Source: an optimization exercise on an open RTL-to-GDS flow (aim: small area). Production flows keep margins and buffers that such runs may drop.
At most, simulation tests tie the RTL to the original design; equivalence was not proved.
Function not checked in runs 5 and 6: the RTL went through the layout flow alone.

==> flow/design.v, too long to show whole: its modules and the start of the top module <==
// module Motor_Controller: 197 lines
// module slt: 11 lines
// module inc32: 9 lines
// module mac16: 915 lines
module Motor_Controller
#(
parameter
      CLK_FREQUENCY     = 8'd4,       
      PWM_PERIOD        = 16'd2016,   
      SPEED_CTRL_PERIOD = 16'd2       
)
(
    input in_rst_n,
    input in_clk,
    input in_module_en,
    input in_fwd_dir,
    input in_PID_passby,
    input in_phA,
    input in_phB,
    input [15:0] in_speed_set,
    output reg [15:0] out_cur_speed,
    input [15:0] in_kp_param,
    input [15:0] in_ki_param,
    input [15:0] in_pid_out_max,
    input [15:0] in_pid_out_min,
    input [31:0] in_pid_ui_limit,
    output reg out_reg_PWMdir,
    output out_w_PWM
);
  // ...
==> flow/run.sh <==
#!/bin/bash
# synth_recipe.tcl (not shown) runs the flow's synth.tcl, then flattens the netlist and writes it again
# the make line also repeats each setting of config.mk as NAME=value (left out here)
make -C /OpenROAD-flow-scripts/flow DESIGN_CONFIG=/design/flow/config.mk WORK_HOME=/design/flow/orfs CLKGATE_MAP_FILE= SYNTH_SCRIPT=/design/flow/synth_recipe.tcl finish
==> flow/config.mk <==
export PLATFORM = sky130hd
export DESIGN_NAME = Motor_Controller
export DESIGN_NICKNAME = Motor_Controller
export VERILOG_FILES = /design/flow/design.v
export SDC_FILE = /design/flow/constraint.sdc
export NUM_CORES = 4
export LEC_CHECK = 0
export ABC_AREA = 1
export CAP_MARGIN = 20
export CORE_MARGIN = 2
export CORE_UTILIZATION = 40
export SLEW_MARGIN = 20
==> flow/constraint.sdc <==
create_clock -name core_clock -period 10.0 [get_ports {in_clk}]
set_input_delay 2.0000 -clock core_clock [delete_from_list [all_inputs] [get_ports {in_clk}]]
set_output_delay 2.0000 -clock core_clock [all_outputs]
set_load 0.01 [all_outputs]
==> impl_metrics.json, run 1 <==
{
  "fin_ws_ns": 0.644,
  "multi_input_cells": 1766,
  "final-nonclk-buf-share": 0.0777,
  "synth_cell_types": 46,
  "startpoint": "in_pid_ui_limit[0]",
  "final_cell_mix": "nand2_1, inv_1, fa_1",
  "worst_pin_slew_ns": 1.01,
  "grt_use_met3": 0.0432,
  "grt_pass1_vias": 17800,
  "wire_per_inst_um": 17.4,
  "routed_wl_um": 59200,
  "fillers": 5036,
  "place_inst": 3367,
  "path_depth": 40,
  "required_ns": 10.38,
  "postSynthCellCount": 2614,
  "hpwl_um": 47900,
  "final_antenna_net_count": 0,
  "yosys.area_share.simple": 0.201,
  "dieArea_mm2": 0.0515,
  "status": "no timing/DRC/antenna violations",
  "fin_setup_tns_ns": 0,
  "whs_path_depth": 0,
  "grt_use_total": 0.242,
  "nNonClkBuffers": 185,
  "muxShareOfSynthArea": 0.00113,
  "post_cts_resized": 0
}
==> run 2: changes to the inputs <==
--- a/flow/config.mk
+++ b/flow/config.mk
@@ -5,7 +5,6 @@
 export SDC_FILE = /design/flow/constraint.sdc
 export NUM_CORES = 4
 export LEC_CHECK = 0
-export ABC_AREA = 1
 export CAP_MARGIN = 20
 export CORE_MARGIN = 2
 export CORE_UTILIZATION = 40
==> run 2 against run 1 <==
Net effect: maximum frequency decreased by 3.4%; sequential share of layout area decreased by 0.62 points; flip-flop and latch count unchanged; cell area increased by 3.7%; via count decreased by 1.2%; critical endpoint is now x[13]; largest cell class unchanged.
==> impl_metrics.json, run 2 <==
{
  "critPathMaxFanout": 15,
  "hold_viol": 0,
  "grt_use_met3": 0.0392,
  "htree_levels": 4,
  "synth_edf_count": 16,
  "clk_path_buf_depth": 2,
  "required_ns": 10.39,
  "final_antenna_net_count": 0,
  "cp-endpoint": "x[13]",
  "grt_use_met2": 0.394,
  "num_antenna_cells": 0,
  "avgSynthCellArea_um2": 8.95,
  "period_needed_ns": 9.69,
  "top_usage_layer": "met2",
  "clk_pin_slew_ns": 0.08,
  "synth_cell_types": 88,
  "drive_gt1_frac": 0.0568,
  "synthArstFlopShare": 0.0160,
  "worst-setup-path-type": "in2reg",
  "postCtsSetupRepairBufs": 0,
  "dieArea_mm2": 0.0536,
  "grt_use_total": 0.240,
  "rows": 83,
  "worstPathArrival_ns": 10.07,
  "final_cell_mix": "inv_1, fa_1, nand2_1",
  "cts_buffers": 17,
  "clockRootBuffer": "clkbuf_16",
  "wire_per_inst_um": 20.1,
  "cp-start-kind": "input port",
  "finalWeightedCongestion": 0.954,
  "synth_area_mm2": 0.0207,
  "hpwl_um": 48000,
  "hold_path_class": "reg2reg",
  "grt_overflow_total": 0,
  "ff2ff_path_depth": 26,
  "grt_pass1_wl_um": 99800,
  "routed_wl_um": 62200,
  "status": "no timing/DRC/antenna violations",
  "core_area_mm2": 0.0512,
  "first_iter_violations": 1217,
  "crit_path_frequent_cell": "ha_1",
  "instances_no_fill": 3091,
  "post_cts_resized": 0,
  "cp_slowest_cell": "clkdlybuf4s50_1",
  "reg2reg_to": "o5[11]",
  "pin_count": 137,
  "clock.fmax_mhz": 103,
  "fin_setup_tns_ns": 0,
  "grt_pass1_vias": 18000,
  "start_util": 0.404,
  "slew_headroom": 0.295,
  "first_pass_iters": 5,
  "period_share": 0.969,
  "grt_max_degree": 98,
  "worst_pin_slew_ns": 1.05,
  "slowest_delay_ns": 0.49,
  "synth.most_common_cell": "inv_1",
  "rrSetupSlack_ns": 0.71,
  "die_x_um": 231,
  "startpoint": "in_pid_ui_limit[1]",
  "postSynthCellCount": 2311,
  "drv_slew": 0,
  "synth_ff_type": "dfxtp_1",
  "hold_slack_ns": 0.369,
  "clock-sinks": 188,
  "io_buffers": 136,
  "die_y_um": 231,
  "ctsHoldBuffers": 0,
  "area_growth_pct": 13.6,
  "final_common_cell": "inv_1",
  "worstSkewPairLatency_ns": 0.48,
  "place_inst": 3059,
  "num_vias": 16900,
  "cts_tree": "yes",
  "ys_seq_area_frac": 0.190,
  "skew_ns": 0.0203,
  "drc_errors": 0,
  "ys_ff_latch": 188,
  "hp-start": "a0",
  "grt.met1_usage": 0.317,
  "ys_warn_count": 1,
  "synthTopCellsByArea": "fa_1, dfxtp_1, inv_1",
  "nNetsFinal": 2908,
  "post_drt_via_cell_ratio": 5.47,
  "worstSetupEndpointType": "register",
  "reg.largest.list": "ui: 32 flops, x: 32 flops",
  "r2r_start": "t16[0]",
  "synth_top_area_share": 0.283,
  "synth_fp_nets": 2821,
  "synth_common_cells": "inv_1, fa_1, nand2_1, dfxtp_1, and2_1",
  "synth_largest_area_cell": "fa_1",
  "antenna_found_initial": 0,
  "maxCapViolations": 0,
  "setup_viol": 0
}
run 2: cell count changes after synthesis, sizes merged, moves of 55 or more:
cell   previous run  this run
nand2           566       237
inv             554       353
nor2            284       102
and2              0       144
nor2b             0        90
nand3           115        31
mux2i             0        55
run 2: worst min path at each step:
stage          to  slack [ns]  cells after the start
2_1_floorplan  b1        0.35                      0
3_3_place_gp   b1        0.35                      0
3_5_place_dp   b1        0.36                      0
4_1_cts        b1        0.37                      0
5_1_grt        b1        0.38                      0
6_report       a1        0.37                      0
run 2: per-layer routing:
layer / vias up / routed length [µm]
met5: - / 0
met4: 0 / 2090
met3: 124 / 3600
met2: 559 / 29100
met1: 8433 / 27400
li1: 7795 / -
run 2: layout make-up:
type,count,area [µm²]
Fill cell,4892,27700
Multi-Input combinational cell,1652,15000
Clock inverter,15,216
Clock buffer,17,425
Sequential cell,188,3940
Timing Repair Buffer,184,1770
Tap cell,680,851
Inverter,355,1330
run 2: cell families after synthesis:
| family | share of synthesized area |
|---|---|
| AO/OA/AOI/OAI | 0.136 |
| XOR/XNOR | 0.0169 |
| adder cells (fa/ha/maj) | 0.348 |
| buffers and inverters | 0.0878 |
| flip-flops | 0.190 |
| multiplexers | 0.0375 |
| AND/OR/NAND/NOR | 0.183 |
run 2: per-stage QoR:
step	area, µm²	setup WS, ns	util
6_report	23500	0.315	0.459
5_1_grt	23500	-0.0319	0.459
4_1_cts	23500	0.351	0.459
3_5_place_dp	22800	-0.152	0.446
3_3_place_gp	22800	0.0146	0.446
2_1_floorplan	20700	0.0529	-
run 2: critical path, delay by kind of cell:
| kind | cells | cell delay, ns |
|---|---|---|
| fa+ha+maj | 28 | 5.73 |
| compound gates | 6 | 1.32 |
| buf+inv | 4 | 0.83 |
| mux | 1 | 0.15 |
| simple gates | 1 | 0.05 |
==> run 3: changes to the inputs <==
==> flow/flow/run.sh (new file) <==
#!/bin/bash
# Own layout flow: the standard synthesis, then a signal-polarity clean-up of
# the mapped netlist (flow/polopt.py: removes inverters around full adders and
# picks inverted/non-inverted gate twins), then the standard layout of that
# netlist, with the smallest buffer on the ports.
set -euo pipefail
W=$(pwd)
R=$W/orfs/results/$FLOW_PLATFORM/Motor_Controller/base
LIB=$FLOW_HOME/platforms/$FLOW_PLATFORM/lib/sky130_fd_sc_hd__tt_025C_1v80.lib
bash standard.sh synth > $W/synth.log 2>&1
cp $R/1_2_yosys.v $W/1_2_yosys.std.v
python3 $W/flow/polopt.py $W/1_2_yosys.std.v $R/1_2_yosys.v $LIB > $W/polopt.log 2>&1
rm -f $R/1_synth.odb
bash standard.sh 'BUFFER_PORTS_ARGS=-buffer_cell sky130_fd_sc_hd__buf_1' finish > $W/layout.log 2>&1
==> flow/flow/polopt.py (new file) <==
#!/usr/bin/env python3
"""Signal-polarity optimisation of a mapped sky130hd netlist (after synthesis).

Every internal inverter is dissolved; then each full adder may be used in
inverted polarity (a full adder is self-dual: FA(~a,~b,~c) = (~sum, ~cout)),
and each simple gate may be swapped for its output-inverted twin (and2 <->
nand2, a21o <-> a21oi, ...).  A local search picks the choice with the least
cell area (inverters added where a consumer needs the other polarity plus the
area change of swapped gates).  Flip-flops, ports and the logic function are
left unchanged.

usage: polopt.py in.v out.v liberty.lib"""
import re, sys, random, math

src, dst, lib = sys.argv[1], sys.argv[2], sys.argv[3]
text = open(src).read()
libtxt = open(lib).read()
AREA = {}
for m in re.finditer(r'cell \("(sky130_fd_sc_hd__\w+)"\)\s*\{(.*?)\n\s*area\s*:\s*([\d.]+)', libtxt, re.S):
    AREA[m.group(1)] = float(m.group(3))
INV_AREA = AREA['sky130_fd_sc_hd__inv_1']

PAIRS = [('and2', 'nand2'), ('and3', 'nand3'), ('and4', 'nand4'), ('or2', 'nor2'), ('or3', 'nor3'),
         ('or4', 'nor4'), ('xor2', 'xnor2'), ('xor3', 'xnor3'), ('a21o', 'a21oi'), ('o21a', 'o21ai'),
         ('a22o', 'a22oi'), ('o22a', 'o22ai'), ('a211o', 'a211oi'), ('o211a', 'o211ai'),
         ('a31o', 'a31oi'), ('o31a', 'o31ai'), ('a2bb2o', 'a2bb2oi'), ('o2bb2a', 'o2bb2ai'),
         ('a32o', 'a32oi'), ('o32a', 'o32ai'), ('a221o', 'a221oi'), ('o221a', 'o221ai'),
         ('a311o', 'a311oi'), ('o311a', 'o311ai'), ('a2111o', 'a2111oi'), ('o2111a', 'o2111ai'),
         ('and2b', 'nand2b'), ('or2b', 'nor2b'), ('and3b', 'nand3b'), ('or3b', 'nor3b'),
         ('and4b', 'nand4b'), ('or4b', 'nor4b'), ('a21bo', 'a21boi'), ('o21ba', 'o21bai'),
         ('mux2', 'mux2i'), ('and4bb', 'nand4bb'), ('or4bb', 'nor4bb'), ('a41o', 'a41oi'),
         ('o41a', 'o41ai'), ('buf', 'inv'), ('clkbuf', 'clkinv')]
TWIN = {}
for a, b in PAIRS:
    TWIN[a] = b
    TWIN[b] = a
def twin_type(typ):
    m = re.match(r'sky130_fd_sc_hd__(\w+?)_(\d+)$', typ)
    if not m or m.group(1) not in TWIN:
        return None
    t = TWIN[m.group(1)]
    for d in (m.group(2), '1', '2'):
        cand = 'sky130_fd_sc_hd__%s_%s' % (t, d)
        if cand in AREA:
            return cand
    return None

OUTPINS = {'X', 'Y', 'Q', 'Q_N', 'SUM', 'COUT', 'HI', 'LO'}
cell_re = re.compile(r'^(\s*)(sky130_fd_sc_hd__\w+)\s+(\\\S+\s|\S+)\s*\((.*?)\);\n', re.M | re.S)
pin_re = re.compile(r'\.(\w+)\(\s*(.*?)\s*\)\s*(?:,|$)', re.S)
cells = []
for m in cell_re.finditer(text):
    typ, name, body = m.group(2), m.group(3), m.group(4)
    pins = [(p, n.strip()) for p, n in pin_re.findall(body)]
    cells.append({'typ': typ, 'name': name, 'pins': pins, 'span': m.span()})

ports = set()
for m in re.finditer(r'^\s*(input|output|inout)\s+(\[[^\]]*\]\s*)?(\S+?)\s*;', text, re.M):
    ports.add(m.group(3))
fixed = set()
for m in re.finditer(r'^\s*assign\s+(.*?);', text, re.M | re.S):
    for tok in re.findall(r'\\\S+|[A-Za-z_][\w$]*(?:\[\d+\])?', m.group(1)):
        fixed.add(tok.strip())
def base(n):
    return n.lstrip('\\').strip().split('[')[0]
def is_fixed(n):
    return n in fixed or base(n) in ports or "'" in n
def is_inv(c):
    return re.match(r'sky130_fd_sc_hd__(clk)?inv_\d+$', c['typ']) is not None
def is_fa(c):
    return re.match(r'sky130_fd_sc_hd__fa_\d+$', c['typ']) is not None

drv = {}
for i, c in enumerate(cells):
    for p, n in c['pins']:
        if p in OUTPINS:
            drv[n] = (i, p)
coll = set()
for i, c in enumerate(cells):
    if is_inv(c):
        d = dict(c['pins'])
        if not is_fixed(d['A']) and not is_fixed(d['Y']):
            coll.add(i)
memo = {}
def root(n):
    if n in memo:
        return memo[n]
    if n in drv and drv[n][0] in coll:
        r, par = root(dict(cells[drv[n][0]]['pins'])['A'])
        res = (r, par ^ 1)
    else:
        res = (n, 0)
    memo[n] = res
    return res

cons = []
for i, c in enumerate(cells):
    if i in coll:
        continue
    for k, (p, n) in enumerate(c['pins']):
        if p in OUTPINS or p == 'CLK':
            continue
        r, par = root(n)
        cons.append((i, k, r, par))

# flippable cells: kind 'fa' (inputs and outputs flip) or 'gate' (output flips, type swaps)
flip = {}
kind = {}
delta = {}
for i, c in enumerate(cells):
    if i in coll:
        continue
    outs_fixed = any(is_fixed(n) for p, n in c['pins'] if p in OUTPINS)
    if outs_fixed:
        continue
    if is_fa(c):
        flip[i] = 0; kind[i] = 'fa'; delta[i] = 0.0
    else:
        t = twin_type(c['typ'])
        if t and sum(1 for p, n in c['pins'] if p in OUTPINS) == 1:
            flip[i] = 0; kind[i] = 'gate'; delta[i] = AREA[t] - AREA[c['typ']]

def q(r):
    if r in drv and drv[r][0] in flip:
        return flip[drv[r][0]]
    return 0
cnt = {}
by_cell = {}
for (i, k, r, par) in cons:
    need = par ^ (flip[i] if kind.get(i) == 'fa' else 0)
    cnt.setdefault(r, [0, 0])[need] += 1
    if kind.get(i) == 'fa':
        by_cell.setdefault(i, []).append((r, par))
outs = {i: [n for p, n in cells[i]['pins'] if p in OUTPINS] for i in flip}
def rcost(r):
    c = cnt.get(r)
    if c is None:
        return 0.0
    return INV_AREA if c[1 - q(r)] > 0 else 0.0
def ccost(i):
    return delta[i] if flip[i] else 0.0
def toggle(i):
    for (r, par) in by_cell.get(i, []):
        need = par ^ flip[i]
        cnt[r][need] -= 1
        cnt[r][need ^ 1] += 1
    flip[i] ^= 1
def total():
    return sum(rcost(r) for r in cnt) + sum(ccost(i) for i in flip)
start = total()
random.seed(7)
keys = list(flip)
aff_of = {i: set(r for r, _ in by_cell.get(i, [])) | set(outs[i]) for i in keys}
cur = start
best = start
best_flip = dict(flip)
T = 3.0
steps = 400 * len(keys)
for s in range(steps):
    i = random.choice(keys)
    aff = aff_of[i]
    before = sum(rcost(r) for r in aff) + ccost(i)
    toggle(i)
    after = sum(rcost(r) for r in aff) + ccost(i)
    d = after - before
    if d <= 0 or random.random() < math.exp(-d / T):
        cur += d
        if cur < best - 1e-9:
            best = cur
            best_flip = dict(flip)
    else:
        toggle(i)
    T = max(0.05, 3.0 * (1 - s / steps))
# restore best
for i in keys:
    if flip[i] != best_flip[i]:
        toggle(i)
final = total()

newinv = {}
extra_wires = []
extra_cells = []
def esc(n):
    return n + ' ' if n.startswith('\\') else n
def net_for(r, need):
    if need == q(r):
        return r
    if r not in newinv:
        k = len(newinv)
        w = 'pinv_%d_n' % k
        newinv[r] = w
        extra_wires.append('  wire %s;\n' % w)
        extra_cells.append('  sky130_fd_sc_hd__inv_1 pinv_%d (\n    .A(%s),\n    .Y(%s)\n  );\n' % (k, esc(r), w))
    return newinv[r]
newpins = {}
for (i, k, r, par) in cons:
    need = par ^ (flip[i] if kind.get(i) == 'fa' else 0)
    newpins[(i, k)] = net_for(r, need)

out = []
pos = 0
nswap = 0
for i, c in enumerate(cells):
    s, e = c['span']
    out.append(text[pos:s])
    pos = e
    if i in coll:
        continue
    typ = c['typ']
    swap = kind.get(i) == 'gate' and flip[i]
    if swap:
        typ = twin_type(typ)
        nswap += 1
    pins = []
    for k, (p, n) in enumerate(c['pins']):
        if swap and p in ('X', 'Y'):
            p = 'Y' if p == 'X' else 'X'
        pins.append('    .%s(%s)' % (p, esc(newpins.get((i, k), n))))
    name = c['name'] if c['name'].endswith(' ') or not c['name'].startswith('\\') else c['name'] + ' '
    out.append('  %s %s(\n%s\n  );\n' % (typ, name if name.endswith(' ') else name + ' ', ',\n'.join(pins)))
tail = text[pos:]
body = ''.join(out)
idx = body.find('  sky130_fd_sc_hd__')
body = body[:idx] + ''.join(extra_wires) + body[idx:]
tail = tail.replace('endmodule', ''.join(extra_cells) + 'endmodule', 1)
open(dst, 'w').write(body + tail)
print('polopt: %d cells, %d inverters dissolved, %d added, %d FAs inverted, %d gates swapped; '
      'polarity cost %.1f -> %.1f um2' % (len(cells), len(coll), len(newinv),
      sum(1 for i in flip if kind[i] == 'fa' and flip[i]), nswap, start, final))
==> flow/standard.sh (new file) <==
#!/bin/bash
# synth_recipe.tcl (not shown) runs the flow's synth.tcl, then flattens the netlist and writes it again
# the make line also repeats each setting of config.mk as NAME=value (left out here)
make -C /OpenROAD-flow-scripts/flow DESIGN_CONFIG=/design/flow/config.mk WORK_HOME=/design/flow/orfs CLKGATE_MAP_FILE= SYNTH_SCRIPT=/design/flow/synth_recipe.tcl "${@:-finish}"
removed: flow/run.sh
==> run 3 against run 2 <==
Net effect: maximum frequency up 3.2%; first-iteration DRC count down 8.6%; via count down 3.8%; critical endpoint is now x[12].
==> impl_metrics.json, run 3 <==
{
  "status": "no timing/DRC/antenna violations",
  "skew_ns": 0.0134,
  "first_pass_iters": 6,
  "worstSkewPairLatency_ns": 0.47,
  "grt_pass1_vias": 17100,
  "hpwl_um": 46000,
  "synth_fp_nets": 2661,
  "first_iter_violations": 1112,
  "maxCapViolations": 0,
  "nNetsFinal": 2726,
  "wire_per_inst_um": 20.5,
  "avgSynthCellArea_um2": 9.35,
  "period_needed_ns": 9.39,
  "htree_levels": 4,
  "grt_overflow_total": 0,
  "final_common_cell": "fa_1",
  "core_area_mm2": 0.0499,
  "grt_use_total": 0.233,
  "cp-start-kind": "input port",
  "critPathMaxFanout": 16,
  "postCtsSetupRepairBufs": 0,
  "drc_errors": 0,
  "routed_wl_um": 59400,
  "finalWeightedCongestion": 0.947,
  "worst_pin_slew_ns": 1.06,
  "antenna_found_initial": 0,
  "crit_path_frequent_cell": "ha_1",
  "final_cell_mix": "fa_1, nand2_1, inv_1",
  "drv_slew": 0,
  "reg.largest.list": "ui: 32 flops, x: 32 flops",
  "top_usage_layer": "met2",
  "clk_pin_slew_ns": 0.08,
  "worst-setup-path-type": "in2reg",
  "clock-sinks": 188,
  "slew_headroom": 0.289,
  "ys_warn_count": 1,
  "slowest_delay_ns": 0.34,
  "grt.met1_usage": 0.311,
  "instances_no_fill": 2901,
  "period_share": 0.939,
  "num_vias": 16300,
  "synth_area_mm2": 0.0201,
  "required_ns": 10.38,
  "start_util": 0.403,
  "fin_area_mm2": 0.0219,
  "clock.fmax_mhz": 107,
  "num_antenna_cells": 0,
  "die_y_um": 228,
  "pin_count": 137,
  "grt_max_degree": 116,
  "hold_path_class": "reg2reg",
  "grt_use_met3": 0.0294,
  "postSynthCellCount": 2151,
  "place_inst": 2868,
  "hold_viol": 0,
  "area_growth_pct": 8.93,
  "dieArea_mm2": 0.0521,
  "cts_buffers": 17,
  "ctsHoldBuffers": 0,
  "drive_gt1_frac": 0.0547,
  "setup_viol": 0,
  "grt_setup_unrepaired": "false",
  "clk_path_buf_depth": 2,
  "cts_tree": "yes",
  "worstSetupEndpointType": "register",
  "worstPathArrival_ns": 9.77,
  "crit_family": "adder cells",
  "final_antenna_net_count": 0,
  "fin_setup_tns_ns": 0,
  "cp_slowest_cell": "o31a_1",
  "grt_use_met2": 0.393,
  "die_x_um": 228,
  "io_buffers": 136,
  "post_cts_resized": 0,
  "grt_pass1_wl_um": 95500,
  "clockRootBuffer": "clkbuf_16",
  "rows": 82,
  "placed_cell_area_mm2": 0.0212,
  "post_drt_via_cell_ratio": 5.61,
  "crit_buf_inv": 4
}
[run 3: cell count changes in the layout (fill, tap and decap cells not counted), sizes merged, moves of 4 or more]
cell,before,now
and2,144,140
buf,50,171
clkdlybuf4s50,134,0
inv,360,189
nand2,237,241
nor2b,90,76
nor3,18,23
o21a,4,8
o21ai,70,66
or2b,0,14
or3,12,7
[run 3: final cells by class]
cell class | count | area, µm²
Inverter | 184 | 691
Sequential cell | 188 | 3940
Clock buffer | 17 | 425
Clock inverter | 15 | 190
Timing Repair Buffer | 173 | 845
Tap cell | 672 | 841
Fill cell | 4909 | 28000
Multi-Input combinational cell | 1652 | 15000
[run 3: layer usage]
metal	up-vias	part of all wire	wire length, µm
met2	552	0.48	28300
met4	0	0.028	1660
met5	-	0	0
met1	8186	0.44	26100
li1	7426	-	-
met3	98	0.055	3290
[run 3: through the flow]
stage	setup WS, ns	util	hold WS (ns)
6_report	0.611	0.439	0.366
5_1_grt	0.247	0.439	0.375
4_1_cts	0.668	0.438	0.369
3_5_place_dp	0.205	0.426	0.358
3_3_place_gp	0.349	0.426	0.353
2_1_floorplan	0.0183	-	0.349
[run 3: worst paths after layout]
kind | startpoint | to | slack (ns) | cells after the start
worst max-delay path | in_pid_ui_limit[1] | x[12] | 0.61 | 40
worst min-delay path | a0 | a1 | 0.37 | 0
worst max register to register | t16[0] | o5[0] | 0.93 | 26
worst min register to register | a0 | a1 | 0.37 | 0
max in group asynchronous | in_rst_n | dir | 7.83 | 2
min in group asynchronous | in_rst_n | sA | 1.69 | 2
==> module Motor_Controller, before the edit <==
module Motor_Controller
#(
parameter
      CLK_FREQUENCY     = 8'd4,       
      PWM_PERIOD        = 16'd2016,   
      SPEED_CTRL_PERIOD = 16'd2       
)
(
    input in_rst_n,
    input in_clk,
    input in_module_en,
    input in_fwd_dir,
    input in_PID_passby,
    input in_phA,
    input in_phB,
    input [15:0] in_speed_set,
    output reg [15:0] out_cur_speed,
    input [15:0] in_kp_param,
    input [15:0] in_ki_param,
    input [15:0] in_pid_out_max,
    input [15:0] in_pid_out_min,
    input [31:0] in_pid_ui_limit,
    output reg out_reg_PWMdir,
    output out_w_PWM
);
localparam CW = (PWM_PERIOD > 16'd8192) ? 15 : (PWM_PERIOD > 16'd4096) ? 13 :
                (PWM_PERIOD > 16'd2048) ? 12 : (PWM_PERIOD > 16'd1024) ? 11 :
                (PWM_PERIOD > 16'd512) ? 10 : (PWM_PERIOD > 16'd256) ? 9 :
                (PWM_PERIOD > 16'd128) ? 8 : (PWM_PERIOD > 16'd64) ? 7 :
                (PWM_PERIOD > 16'd32) ? 6 : 5;
localparam [CW-1:0] LAST = PWM_PERIOD - 1;
localparam [2:0] P0F = 3'b000, P1 = 3'b001, P2 = 3'b011, P3 = 3'b010,
                 P4 = 3'b110, P5 = 3'b111, P6 = 3'b101, P0 = 3'b100;
reg [2:0] st;
wire idle = (st == P0F) | (st == P0);
wire s_p1 = (st == P1);
wire s_p2 = (st == P2);
wire s_p4 = (st == P4);
wire s_p5 = (st == P5);
wire spe;
always @(posedge in_clk) begin
    if (!in_rst_n) st <= P0F;
    else case (st)
        P0F, P0: if (in_module_en) st <= P1;
        P1: st <= P2;
        P2: st <= P3;
        P3: st <= P4;
        P4: st <= P5;
        P5: st <= P6;
        P6: if (spe) st <= P0;
        default: st <= P0F;
    endcase
end
reg [1:0] ph;             
reg [CW-1:0] count;       
reg started;              
wire tick = (ph == 2'd1);
wire [CW:0] cc;           
wire [CW-1:0] cnext;
assign cc[0] = tick;
genvar i;
generate for (i = 0; i < CW; i = i + 1) begin : g_cnt
    assign cnext[i] = count[i] ^ cc[i];
    assign cc[i+1] = count[i] & cc[i];
end endgenerate
wire czero = ~in_rst_n | (tick & ((count & LAST) == LAST));
always @(posedge in_clk) begin
    if (!in_rst_n) begin
        ph <= 2'd0;
        started <= 1'b0;
    end else begin
        ph <= ph + 2'd1;
        if (tick) started <= 1'b1;
    end
    count <= czero ? {CW{1'b0}} : cnext;
end
assign spe = started & tick & (count == {CW{1'b0}});
reg [15:0] pwm_thres;
wire [CW:0] pc;
assign pc[0] = 1'b0;
generate for (i = 0; i < CW; i = i + 1) begin : g_pwm
    assign pc[i+1] = (pwm_thres[i] & ~count[i]) | (pwm_thres[i] & pc[i]) | (~count[i] & pc[i]);
end endgenerate
assign out_w_PWM = pc[CW] | (|pwm_thres[15:CW]);
reg a0, a1, b0, b1;
always @(posedge in_clk) begin
    a0 <= in_phA; a1 <= a0;
    b0 <= in_phB; b1 <= b0;
end
wire cnt_en = a0 ^ a1 ^ b0 ^ b1;
reg sA, sB, dir;
always @(posedge in_clk or negedge in_rst_n) begin
    if (!in_rst_n) begin
        sA <= 1'b0; sB <= 1'b0; dir <= 1'b0;
    end else if ((in_phA ^ sA) ^ (in_phB ^ sB)) begin
        sA <= in_phA; sB <= in_phB;
        dir <= sB ^ in_phA;
    end
end
reg [15:0] cnter;
wire enc_clr = (st == P0F) | s_p2;
wire [15:0] cbase = enc_clr ? 16'd0 : cnter;
wire [16:0] ec;
wire [15:0] enext;
assign ec[0] = 1'b0;
generate for (i = 0; i < 16; i = i + 1) begin : g_enc
    wire bi = (i == 0) ? cnt_en : (cnt_en & dir);
    assign enext[i] = cbase[i] ^ bi ^ ec[i];
    assign ec[i+1] = (cbase[i] & bi) | (cbase[i] & ec[i]) | (bi & ec[i]);
end endgenerate
wire csat = enext[15] & ~(|enext[14:0]);
wire csat_up = csat & ~dir;
always @(posedge in_clk) begin
    cnter <= {enext[15] & ~csat_up, enext[14:1] | {14{csat_up}}, enext[0] | csat};
end
reg [15:0] err;
reg [31:0] ui;           
reg [31:0] x;            
reg [15:0] t16;          
reg tovh, tovl;          
reg [15:0] o5;           
reg sel7;
wire [16:0] rc;
wire [15:0] err_d;
assign rc[0] = 1'b1;
generate for (i = 0; i < 16; i = i + 1) begin : g_err
    wire bi = ~cnter[i] | in_PID_passby;
    assign err_d[i] = in_speed_set[i] ^ bi ^ rc[i];
    assign rc[i+1] = (in_speed_set[i] & bi) | (in_speed_set[i] & rc[i]) | (bi & rc[i]);
end endgenerate
wire [15:0] ki_e = in_PID_passby ? 16'd0 : in_ki_param;
wire [15:0] kp_e = in_PID_passby ? 16'd256 : in_kp_param;
wire [15:0] max_e = in_PID_passby ? PWM_PERIOD : in_pid_out_max;
wire [15:0] min_e = in_PID_passby ? (16'd0 - PWM_PERIOD) : in_pid_out_min;
wire [15:0] m_a = st[0] ? ki_e : kp_e;
wire [31:0] m_c = st[0] ? ui : 32'd0;
wire [31:0] prod;
mac16 u_mac (.a(m_a), .b(err), .c(m_c), .s(prod));
wire [31:0] lim = in_pid_ui_limit;
wire [31:0] nlim;
inc32 u_neg (.a(~lim), .y(nlim));
wire gt, lt;
slt #(32) u_gt (.a(lim), .b(ui), .y(gt));
wire [31:0] clamp = gt ? lim : (lt ? nlim : ui);
slt #(32) u_lt (.a(ui), .b(nlim), .y(lt));
wire [16:0] oc;
wire [15:0] o3;
assign oc[0] = 1'b0;
generate for (i = 0; i < 16; i = i + 1) begin : g_o3
    assign o3[i] = x[i+8] ^ t16[i] ^ oc[i];
    assign oc[i+1] = (x[i+8] & t16[i]) | (x[i+8] & oc[i]) | (t16[i] & oc[i]);
end endgenerate
wire c9, c3, t12, t13;
slt #(16) u_c9 (.a(max_e), .b(t16), .y(c9));
slt #(16) u_c3 (.a(t16), .b(min_e), .y(c3));
slt #(16) u_12 (.a(max_e), .b(o3), .y(t12));
slt #(16) u_13 (.a(o3), .b(min_e), .y(t13));
wire t9 = tovh | (~tovl & c9);
wire t3 = tovl | (~tovh & c3);
wire cl = t9 | t3;
wire [15:0] o6 = sel7 ? max_e : o5;
wire [16:0] mc;
wire [15:0] mag;
assign mc[0] = o6[15];
generate for (i = 0; i < 16; i = i + 1) begin : g_mag
    wire v = o6[i] ^ o6[15];
    assign mag[i] = v ^ mc[i];
    assign mc[i+1] = v & mc[i];
end endgenerate
always @(posedge in_clk) begin
    if (s_p1) err <= err_d;
    x <= in_PID_passby ? 32'd0 : clamp;
    t16 <= prod[23:8];
    tovh <= ~prod[31] & (prod[30:23] != 8'h00);
    tovl <= prod[31] & (prod[30:23] != 8'hff);
    o5 <= t9 ? max_e : ((t3 | t13) ? min_e : o3);
    sel7 <= t12 & ~cl;
end
always @(posedge in_clk) begin
    if (!in_rst_n) ui <= 32'd0;
    else if (s_p2) ui <= prod;
    else if (s_p4 & ~cl) ui <= x;
end
always @(posedge in_clk) begin
    if (!in_rst_n) begin
        out_cur_speed <= 16'd0;
        out_reg_PWMdir <= 1'b0;
        pwm_thres <= 16'd0;
    end else begin
        if (s_p1) out_cur_speed <= cnter;
        if (s_p5) begin
            out_reg_PWMdir <= o6[15] ^ ~in_fwd_dir;
            pwm_thres <= in_PID_passby ? mag : {mag[10:0], 5'd0};
        end else if (idle & ~in_module_en) pwm_thres <= 16'd0;
    end
end
endmodule
==> run 4: changes to the inputs <==
--- a/flow/design.v
+++ b/flow/design.v
@@ -114,13 +114,13 @@
 always @(posedge in_clk) begin
     cnter <= {enext[15] & ~csat_up, enext[14:1] | {14{csat_up}}, enext[0] | csat};
 end
-reg [15:0] err;
 reg [31:0] ui;           
 reg [31:0] x;            
 reg [15:0] t16;          
 reg tovh, tovl;          
-reg [15:0] o5;           
-reg sel7;
+wire [15:0] err = t16;
+wire [15:0] o5 = t16;
+wire sel7 = tovh;
 wire [16:0] rc;
 wire [15:0] err_d;
 assign rc[0] = 1'b1;
@@ -169,13 +169,11 @@
     assign mc[i+1] = v & mc[i];
 end endgenerate
 always @(posedge in_clk) begin
-    if (s_p1) err <= err_d;
     x <= in_PID_passby ? 32'd0 : clamp;
-    t16 <= prod[23:8];
-    tovh <= ~prod[31] & (prod[30:23] != 8'h00);
+    if (~st[1]) t16 <= err_d;
+    else if (~st[0]) t16 <= st[2] ? (t9 ? max_e : ((t3 | t13) ? min_e : o3)) : prod[23:8];
+    tovh <= st[2] ? (t12 & ~cl) : (~prod[31] & (prod[30:23] != 8'h00));
     tovl <= prod[31] & (prod[30:23] != 8'hff);
-    o5 <= t9 ? max_e : ((t3 | t13) ? min_e : o3);
-    sel7 <= t12 & ~cl;
 end
 always @(posedge in_clk) begin
     if (!in_rst_n) ui <= 32'd0;
==> run 4 against run 3 <==
Net effect: maximum frequency is 1.1% lower; clock skew increased by 0.0024 ns; register-to-register slack better by 0.20 ns; synthesized cell count fell by 1.6%; critical endpoint is now tovh; via count increased by 2.0%; hold slack gained 0.0035 ns; largest cell class unchanged; final cell count fell by 1.8%.
==> impl_metrics.json, run 4 <==
{
  "drc_errors": 0,
  "cp_slowest_cell": "fa_1",
  "routed_wl_um": 65700,
  "grt_pass1_vias": 16900,
  "postCtsSetupRepairBufs": 0,
  "grt_setup_unrepaired": "false",
  "detailroute.wirelength.met3_um": 6310,
  "crit_path_frequent_cell": "fa_1",
  "final_antenna_net_count": 0,
  "post_cts_resized": 0,
  "status": "no timing/DRC/antenna violations",
  "area_growth_pct": 10.2,
  "clockRootBuffer": "clkbuf_16",
  "setup_viol": 0,
  "first_iter_violations": 1753,
  "hpwl_um": 52100,
  "maxCapViolations": 0,
  "drive_gt1_frac": 0.0726,
  "hold_viol": 0,
  "skew_ns": 0.0158,
  "grt_overflow_total": 0,
  "period_share": 0.949,
  "period_needed_ns": 9.49,
  "ys_warn_count": 1,
  "first_pass_iters": 6,
  "worst-setup-path-type": "in2reg",
  "clk_path_buf_depth": 2,
  "grt_use_total": 0.267,
  "reg2reg_to": "tovh",
  "required_ns": 10.35,
  "pin_count": 137,
  "nNetsFinal": 2727,
  "synth_fp_nets": 2626,
  "slew_headroom": 0.272,
  "io_buffers": 136,
  "worstPathArrival_ns": 9.84,
  "hold_path_class": "reg2reg",
  "hp-start": "b0",
  "cts_buffers": 17,
  "synth_area_mm2": 0.0193,
  "wire_per_inst_um": 23.1,
  "cts_tree": "yes",
  "final_common_cell": "fa_1",
  "htree_levels": 4,
  "rrSetupSlack_ns": 1.13,
  "antenna_found_initial": 4,
  "worst_pin_slew_ns": 1.09,
  "die_x_um": 224,
  "worstSkewPairLatency_ns": 0.46,
  "die_y_um": 224,
  "postSynthCellCount": 2116,
  "r2r_start": "st[0]",
  "cp-start-kind": "input port",
  "final_cell_mix": "fa_1, inv_1, nand2_1",
  "grt_pass1_wl_um": 101000,
  "post_drt_via_cell_ratio": 5.82,
  "start_util": 0.405,
  "fin_util": 0.446,
  "clk_pin_slew_ns": 0.07,
  "grt_max_degree": 98,
  "fin_setup_tns_ns": 0,
  "avgSynthCellArea_um2": 9.13,
  "ctsHoldBuffers": 0,
  "dieArea_mm2": 0.0501,
  "clock.fmax_mhz": 105,
  "holdPathEnd": "b1",
  "worstSetupEndpointType": "register",
  "num_vias": 16600,
  "slowest_delay_ns": 0.56,
  "whs_path_depth": 0,
  "wl_met2_um": 28500,
  "ff2ff_path_depth": 29,
  "reg.largest.list": "ui: 32 flops, x: 32 flops",
  "finalWeightedCongestion": 0.949,
  "drv_slew": 0,
  "met1_length_um": 27900,
  "core_area_mm2": 0.0477,
  "clock-sinks": 155,
  "critPathMaxFanout": 21,
  "fillers": 4626,
  "top_layer": "met5",
  "rows": 80
}
==> run 4: worst max-delay path by stage <==
stage                                   from     end  cells past startpoint
after detailed placement       in_PID_passby    tovh                     29
after global placement    in_pid_ui_limit[0]   x[18]                     41
final                          in_PID_passby    tovh                     29
after global routing      in_pid_ui_limit[0]   x[18]                     41
after floorplan                in_PID_passby  ui[31]                     32
after CTS                      in_PID_passby    tovh                     29
==> run 4: cell type report <==
cell class / instances / area, µm² / area share
Antenna cell: 3 / 7.51 / 0.000353
Inverter: 189 / 709 / 0.0333
Clock inverter: 15 / 165 / 0.00776
Multi-Input combinational cell: 1647 / 14900 / 0.698
Sequential cell: 155 / 3280 / 0.154
Tap cell: 615 / 769 / 0.0361
Clock buffer: 17 / 425 / 0.0200
Timing Repair Buffer: 207 / 1070 / 0.0504
==> run 4: worst max-delay path: cells and delay by family <==
family / cells / cell delay, ns
AO/OA/AOI/OAI: 3 / 0.74
XOR/XNOR: 3 / 0.49
AND/OR/NAND/NOR: 5 / 0.97
adder cells (fa/ha/maj): 13 / 4.86
buffers and inverters: 5 / 0.75
==> run 4: per-layer routing <==
metal / up-vias / GRT usage
met5: - / 0
met4: 2 / 0.111
met3: 169 / 0.0561
met2: 824 / 0.407
met1: 8191 / 0.369
li1: 7403 / -
==> run 4: stage by stage <==
step	setup slack, ns	instance area (µm²)	hold slack [ns]	instances
finish	0.511	21300	0.370	2848
global route	0.0539	21300	0.385	2848
CTS	0.547	21300	0.372	2845
detailed placement	0.0618	20700	0.362	2813
global placement	0.199	20700	0.356	2813
floorplan	0.0386	19300	0.349	2116
==> run 5: changes to the inputs <==
--- a/flow/design.v
+++ b/flow/design.v
@@ -76,13 +76,14 @@
     count <= czero ? {CW{1'b0}} : cnext;
 end
 assign spe = started & tick & (count == {CW{1'b0}});
-reg [15:0] pwm_thres;
+reg [CW-1:0] pwm_thres;
+reg thres_big;
 wire [CW:0] pc;
 assign pc[0] = 1'b0;
 generate for (i = 0; i < CW; i = i + 1) begin : g_pwm
     assign pc[i+1] = (pwm_thres[i] & ~count[i]) | (pwm_thres[i] & pc[i]) | (~count[i] & pc[i]);
 end endgenerate
-assign out_w_PWM = pc[CW] | (|pwm_thres[15:CW]);
+assign out_w_PWM = pc[CW] | thres_big;
 reg a0, a1, b0, b1;
 always @(posedge in_clk) begin
     a0 <= in_phA; a1 <= a0;
@@ -168,6 +169,7 @@
     assign mag[i] = v ^ mc[i];
     assign mc[i+1] = v & mc[i];
 end endgenerate
+wire [15:0] thr16 = in_PID_passby ? mag : {mag[10:0], 5'd0};
 always @(posedge in_clk) begin
     x <= in_PID_passby ? 32'd0 : clamp;
     if (~st[1]) t16 <= err_d;
@@ -184,13 +186,18 @@
     if (!in_rst_n) begin
         out_cur_speed <= 16'd0;
         out_reg_PWMdir <= 1'b0;
-        pwm_thres <= 16'd0;
+        pwm_thres <= {CW{1'b0}};
+        thres_big <= 1'b0;
     end else begin
         if (s_p1) out_cur_speed <= cnter;
         if (s_p5) begin
             out_reg_PWMdir <= o6[15] ^ ~in_fwd_dir;
-            pwm_thres <= in_PID_passby ? mag : {mag[10:0], 5'd0};
-        end else if (idle & ~in_module_en) pwm_thres <= 16'd0;
+            pwm_thres <= thr16[CW-1:0];
+            thres_big <= |thr16[15:CW];
+        end else if (idle & ~in_module_en) begin
+            pwm_thres <= {CW{1'b0}};
+            thres_big <= 1'b0;
+        end
     end
 end
 endmodule
--- a/flow/config.mk
+++ b/flow/config.mk
@@ -8,4 +8,5 @@
 export CAP_MARGIN = 20
 export CORE_MARGIN = 2
 export CORE_UTILIZATION = 40
+export CTS_BUF_LIST = sky130_fd_sc_hd__clkbuf_4 sky130_fd_sc_hd__clkbuf_8
 export SLEW_MARGIN = 20
==> run 5 against run 4 <==
Net effect: clock-buffer cell count is 6 higher; clock skew fell by 0.0047 ns; sequential share of layout area fell by 0.17 points; register-to-register slack gained 0.04 ns; first-iteration DRC count shrank 21%; setup slack got worse by 0.068 ns.
==> impl_metrics.json, run 5 <==
{
  "fin_area_mm2": 0.0210,
  "antenna_found_initial": 5,
  "nNetsFinal": 2715,
  "worst_pin_slew_ns": 1.13,
  "grt_overflow_total": 0,
  "final_cell_mix": "fa_1, inv_1, nand2_1",
  "first_pass_iters": 5,
  "ys_warn_count": 1,
  "cts_buffers": 17,
  "clk_pin_slew_ns": 0.08,
  "area_growth_pct": 9.54,
  "crit_path_frequent_cell": "fa_1",
  "grt_max_degree": 60,
  "cp_slowest_cell": "fa_1",
  "slew_headroom": 0.243,
  "ff2ff_path_depth": 29,
  "instances_no_fill": 2834,
  "postCtsSetupRepairBufs": 0,
  "clockRootBuffer": "clkbuf_8",
  "rrSetupSlack_ns": 1.17,
  "slowest_delay_ns": 0.52,
  "io_buffers": 136,
  "clock-sinks": 151,
  "finalWeightedCongestion": 0.961,
  "holdPathEnd": "a1",
  "final_common_cell": "fa_1",
  "clk_path_buf_depth": 2,
  "htree_levels": 4,
  "synth_fp_nets": 2608,
  "cts_tree": "yes",
  "r2r_start": "st[0]",
  "placed_cell_area_mm2": 0.0206,
  "worstPathArrival_ns": 10.00,
  "worst-setup-path-type": "in2reg",
  "maxCapViolations": 0,
  "post_cts_resized": 0,
  "place_inst": 2801,
  "hold_viol": 0,
  "rows": 80,
  "period_needed_ns": 9.56,
  "pin_count": 137,
  "drc_errors": 0,
  "skew_ns": 0.0111,
  "reg.largest.list": "ui: 32 flops, x: 32 flops",
  "synth_area_mm2": 0.0192,
  "hp-start": "a0",
  "fillers": 4697,
  "die_x_um": 223,
  "grt_pass1_wl_um": 107000,
  "die_y_um": 223,
  "worstSkewPairLatency_ns": 0.50,
  "first_iter_violations": 1377,
  "routed_wl_um": 69900,
  "grt_setup_unrepaired": "false",
  "wire_per_inst_um": 24.7,
  "drive_gt1_frac": 0.0690,
  "fin_setup_tns_ns": 0,
  "drv_slew": 0,
  "postSynthCellCount": 2098,
  "ctsHoldBuffers": 0,
  "grt_use_total": 0.287,
  "hold_path_class": "reg2reg",
  "critPathMaxFanout": 30,
  "worstSetupEndpointType": "register",
  "post_drt_via_cell_ratio": 6.02,
  "fin_util": 0.442,
  "required_ns": 10.44,
  "period_share": 0.956,
  "status": "no timing/DRC/antenna violations",
  "start_util": 0.403,
  "avgSynthCellArea_um2": 9.14,
  "hpwl_um": 54900,
  "whs_path_depth": 0,
  "clock.fmax_mhz": 105,
  "num_vias": 17100,
  "final_antenna_net_count": 0,
  "reg2reg_to": "tovh",
  "cp-start-kind": "input port",
  "setup_viol": 0,
  "dieArea_mm2": 0.0497,
  "core_area_mm2": 0.0475,
  "grt_pass1_vias": 17700
}
==> run 5: critical path, delay by kind of cell <==
| family | cells | cell delay [ns] |
|---|---|---|
| adder cells (fa/ha/maj) | 13 | 4.65 |
| AO/OA/AOI/OAI | 5 | 1.14 |
| buffers and inverters | 6 | 1.13 |
| XOR/XNOR | 3 | 0.56 |
| AND/OR/NAND/NOR | 4 | 0.49 |
==> run 5: area by class of cell <==
cell class              instances  area [µm²]  share of cell area
diodes                          3        7.51            0.000357
clock buffers                  23         292              0.0139
clock inverters                 7        95.1             0.00453
inverters                     184         701              0.0334
multi-input cells            1640       14800               0.706
flip-flops and latches        151        3200               0.152
well taps                     615         769              0.0366
repair buffers                211        1110              0.0530
==> run 5: per-layer routing <==
metal  routed length (µm)  vias to the layer above  track usage  share of wire
met5                  146                        -       0.0117         0.0021
met4                 3800                       10        0.143          0.054
met3                 5760                      188       0.0593          0.082
met2                32500                      884        0.465           0.46
met1                27700                     8497        0.364           0.40
li1                     -                     7475            -              -
==> run 5: metrics by stage <==
stage          worst slack [ns]  hold slack (ns)
3_3_place_gp              0.121            0.354
3_5_place_dp             0.0309            0.364
5_1_grt                   0.133            0.390
2_1_floorplan            0.0328            0.349
4_1_cts                   0.558            0.377
6_report                  0.443            0.371
==> run 5: worst max-delay path by stage <==
stage                            start     to  depth (start not counted)
global placement    in_pid_ui_limit[0]  x[16]                         41
global route        in_pid_ui_limit[1]   x[4]                         40
finish                   in_PID_passby   tovh                         31
floorplan                in_PID_passby   tovh                         34
CTS                 in_pid_ui_limit[1]  x[16]                         41
detailed placement  in_pid_ui_limit[1]  x[16]                         41
==> run 6: changes to the inputs <==
--- a/flow/flow/polopt.py
+++ b/flow/flow/polopt.py
@@ -148,29 +148,34 @@
 def total():
     return sum(rcost(r) for r in cnt) + sum(ccost(i) for i in flip)
 start = total()
-random.seed(7)
 keys = list(flip)
 aff_of = {i: set(r for r, _ in by_cell.get(i, [])) | set(outs[i]) for i in keys}
-cur = start
 best = start
 best_flip = dict(flip)
-T = 3.0
-steps = 400 * len(keys)
-for s in range(steps):
-    i = random.choice(keys)
-    aff = aff_of[i]
-    before = sum(rcost(r) for r in aff) + ccost(i)
-    toggle(i)
-    after = sum(rcost(r) for r in aff) + ccost(i)
-    d = after - before
-    if d <= 0 or random.random() < math.exp(-d / T):
-        cur += d
-        if cur < best - 1e-9:
-            best = cur
-            best_flip = dict(flip)
-    else:
+for seed in range(8):
+    random.seed(seed)
+    # restart from the all-zero assignment
+    for i in keys:
+        if flip[i]:
+            toggle(i)
+    cur = start
+    T0 = 4.0
+    steps = 300 * len(keys)
+    for s_ in range(steps):
+        T = max(0.02, T0 * (1 - s_ / steps))
+        i = random.choice(keys)
+        aff = aff_of[i]
+        before = sum(rcost(r) for r in aff) + ccost(i)
         toggle(i)
-    T = max(0.05, 3.0 * (1 - s / steps))
+        after = sum(rcost(r) for r in aff) + ccost(i)
+        d = after - before
+        if d <= 0 or random.random() < math.exp(-d / T):
+            cur += d
+            if cur < best - 1e-9:
+                best = cur
+                best_flip = dict(flip)
+        else:
+            toggle(i)
 # restore best
 for i in keys:
     if flip[i] != best_flip[i]:
@@ -227,3 +232,16 @@
 print('polopt: %d cells, %d inverters dissolved, %d added, %d FAs inverted, %d gates swapped; '
       'polarity cost %.1f -> %.1f um2' % (len(cells), len(coll), len(newinv),
       sum(1 for i in flip if kind[i] == 'fa' and flip[i]), nswap, start, final))
+if len(sys.argv) > 4:
+    from collections import Counter
+    dk = Counter(); ck = Counter()
+    for r in cnt:
+        if rcost(r):
+            d = cells[drv[r][0]]['typ'].replace('sky130_fd_sc_hd__', '') + '.' + drv[r][1] if r in drv else 'port'
+            dk[d] += 1
+    for (i, k, r, par) in cons:
+        need = par ^ (flip[i] if kind.get(i) == 'fa' else 0)
+        if need != q(r):
+            ck[cells[i]['typ'].replace('sky130_fd_sc_hd__', '') + '.' + cells[i]['pins'][k][0]] += 1
+    print('drivers', dk.most_common(12))
+    print('consumers', ck.most_common(16))
--- a/flow/config.mk
+++ b/flow/config.mk
@@ -9,4 +9,5 @@
 export CORE_MARGIN = 2
 export CORE_UTILIZATION = 40
 export CTS_BUF_LIST = sky130_fd_sc_hd__clkbuf_4 sky130_fd_sc_hd__clkbuf_8
+export GPL_TIMING_DRIVEN = 0
 export SLEW_MARGIN = 20
==> run 6 against run 5 <==
Net effect: sequential share of layout area down 0.22 points; die area decreased by 0.17%.
==> impl_metrics.json, run 6 <==
{
  "status": "no timing/DRC/antenna violations",
  "drive_gt1_frac": 0.0721,
  "cp-start-kind": "input port",
  "synth_area_mm2": 0.0191,
  "cts_tree": "yes",
  "skew_ns": 0.0233,
  "grt_overflow_total": 0,
  "maxCapViolations": 0,
  "worstSetupEndpointType": "register",
  "die_y_um": 223,
  "critPathMaxFanout": 19,
  "setup_viol": 0,
  "grt_use_total": 0.300,
  "synth_fp_nets": 2611,
  "required_ns": 10.38,
  "grt_pass1_wl_um": 111000,
  "avgSynthCellArea_um2": 9.11,
  "fin_ws_ns": 0.223,
  "routed_wl_um": 73700,
  "clk_path_buf_depth": 2,
  "worst_pin_slew_ns": 1.21,
  "worstPathArrival_ns": 10.16,
  "first_iter_violations": 1972,
  "postSynthCellCount": 2101,
  "clock.fmax_mhz": 102,
  "clockRootBuffer": "clkbuf_8",
  "num_vias": 17500,
  "cp_slowest_cell": "fa_2",
  "grt_use_met3": 0.0660,
  "pin_count": 137,
  "nNetsFinal": 2772,
  "final_common_cell": "fa_1",
  "final_cell_mix": "fa_1, nand2_1, inv_1",
  "ys_warn_count": 1,
  "grt_use_met2": 0.470,
  "top_usage_layer": "met2",
  "fin_util": 0.449,
  "slowest_delay_ns": 0.60,
  "htree_levels": 4,
  "cts_buffers": 17,
  "fin_setup_tns_ns": 0,
  "drv_slew": 0,
  "antenna_found_initial": 4,
  "worst-setup-path-type": "in2reg",
  "post_drt_via_cell_ratio": 6.06,
  "die_x_um": 223,
  "area_growth_pct": 11.3,
  "period_share": 0.978,
  "grt_pass1_vias": 18300,
  "drc_errors": 0,
  "core_area_mm2": 0.0474,
  "reg.largest.list": "ui: 32 flops, x: 32 flops",
  "dieArea_mm2": 0.0496,
  "grt_max_degree": 20,
  "hold_slack_ns": 0.367,
  "fillers": 4722,
  "ctsHoldBuffers": 0,
  "clk_pin_slew_ns": 0.10,
  "final-seq-area_mm2": 0.00320,
  "period_needed_ns": 9.78,
  "first_pass_iters": 6,
  "clock-sinks": 151,
  "final_antenna_net_count": 0,
  "hold_path_class": "reg2reg",
  "wire_per_inst_um": 25.5,
  "instances_no_fill": 2892,
  "start_util": 0.403,
  "slew_headroom": 0.169,
  "hpwl_um": 59900,
  "crit_buf_inv": 10,
  "worstSkewPairLatency_ns": 0.49,
  "place_inst": 2847,
  "finalWeightedCongestion": 0.993,
  "dp_slack_ns": -2.50,
  "io_buffers": 131,
  "crit_path_frequent_cell": "fa_1",
  "multi_input_area_mm2": 0.0150,
  "hold_viol": 0,
  "crit_family": "adder cells",
  "grt.met1_usage": 0.391,
  "rows": 80
}
## run 6: path summary, 6_finish.rpt
check,from,endpoint,slack [ns],cells past startpoint
max in group asynchronous,in_rst_n,dir,8.03,1
worst min register to register,b0,b1,0.37,0
worst min-delay path,b0,b1,0.37,0
min in group asynchronous,in_rst_n,sB,1.53,1
worst max-delay path,in_PID_passby,tovh,0.22,31
worst max register to register,register,cnter[10],0.38,24
## run 6: timing repair
action	in CTS	in global routing
setup endpoints to repair	29	34
gates resized for setup	59	55
cloned	0	0
setup buffers	7	7
pin swaps	6	13
## run 6: final cells by class
type,count,area share
repair buffers,145,0.0280
well taps,615,0.0361
clock buffers,18,0.0113
inverters,185,0.0330
plain buffers,122,0.0280
multi-input cells,1640,0.703
flip-flops and latches,151,0.150
clock inverters,14,0.00970
diodes,2,0.000235
## run 6: metrics by stage
stage / instance area [µm²]
after detailed placement: 20400
after global routing: 21300
after global placement: 20400
after floorplan: 19100
final: 21300
after CTS: 21100
## run 6: metal layers
metal / routed length (µm) / vias to the layer above / share of wire
met5: 0 / - / 0
met4: 4130 / 0 / 0.056
met3: 7300 / 217 / 0.099
met2: 32900 / 1034 / 0.45
met1: 29400 / 8677 / 0.40
li1: - / 7585 / -

what the ideal ports hide:
No port has a modelled driver above. Below, the same layouts with a new extraction and two added sets of constraints. Step 1 assumes that a clkbuf_16 drives the clock port and a buf_2 every other input. Step 2 adds t to the input delays and takes it off the output delays; t is the mean of the earliest and latest rising clock arrival at the registers after step 1. Input paths then give back, and output paths get back, about the clock's delay inside the block. Slacks: no drivers / after step 1 / after step 2; pairs: no drivers / after step 1.
| run | shift t [ns] | slack for setup (ns) | clock arrival spread, ns | worst slew at a driven data input, ns | cell pins on the clock port's net |
|---|---|---|---|---|---|
| run 1 | 0.538 | 0.644 / 0.677 / 0.138 | 0.010 / 0.011 | 0.06 | 1 |
| run 2 | 0.530 | 0.315 / 0.349 / -0.182 | 0.022 / 0.021 | 0.04 | 1 |
| run 3 | 0.524 | 0.611 / 0.646 / 0.122 | 0.015 / 0.015 | 0.08 | 1 |
| run 4 | 0.508 | 0.511 / 0.536 / 0.028 | 0.016 / 0.016 | 0.08 | 1 |
| run 5 | 0.545 | 0.443 / 0.464 / -0.081 | 0.014 / 0.014 | 0.14 | 1 |
| run 6 | 0.526 | 0.223 / 0.244 / -0.282 | 0.023 / 0.023 | 0.08 | 1 |
With both steps, setup timing fails in run 2, run 5 and run 6, where it was met with ideal ports. The setup slack of run 5, which loses most, moves by +0.021 ns with the drivers and by -0.524 ns with both steps.
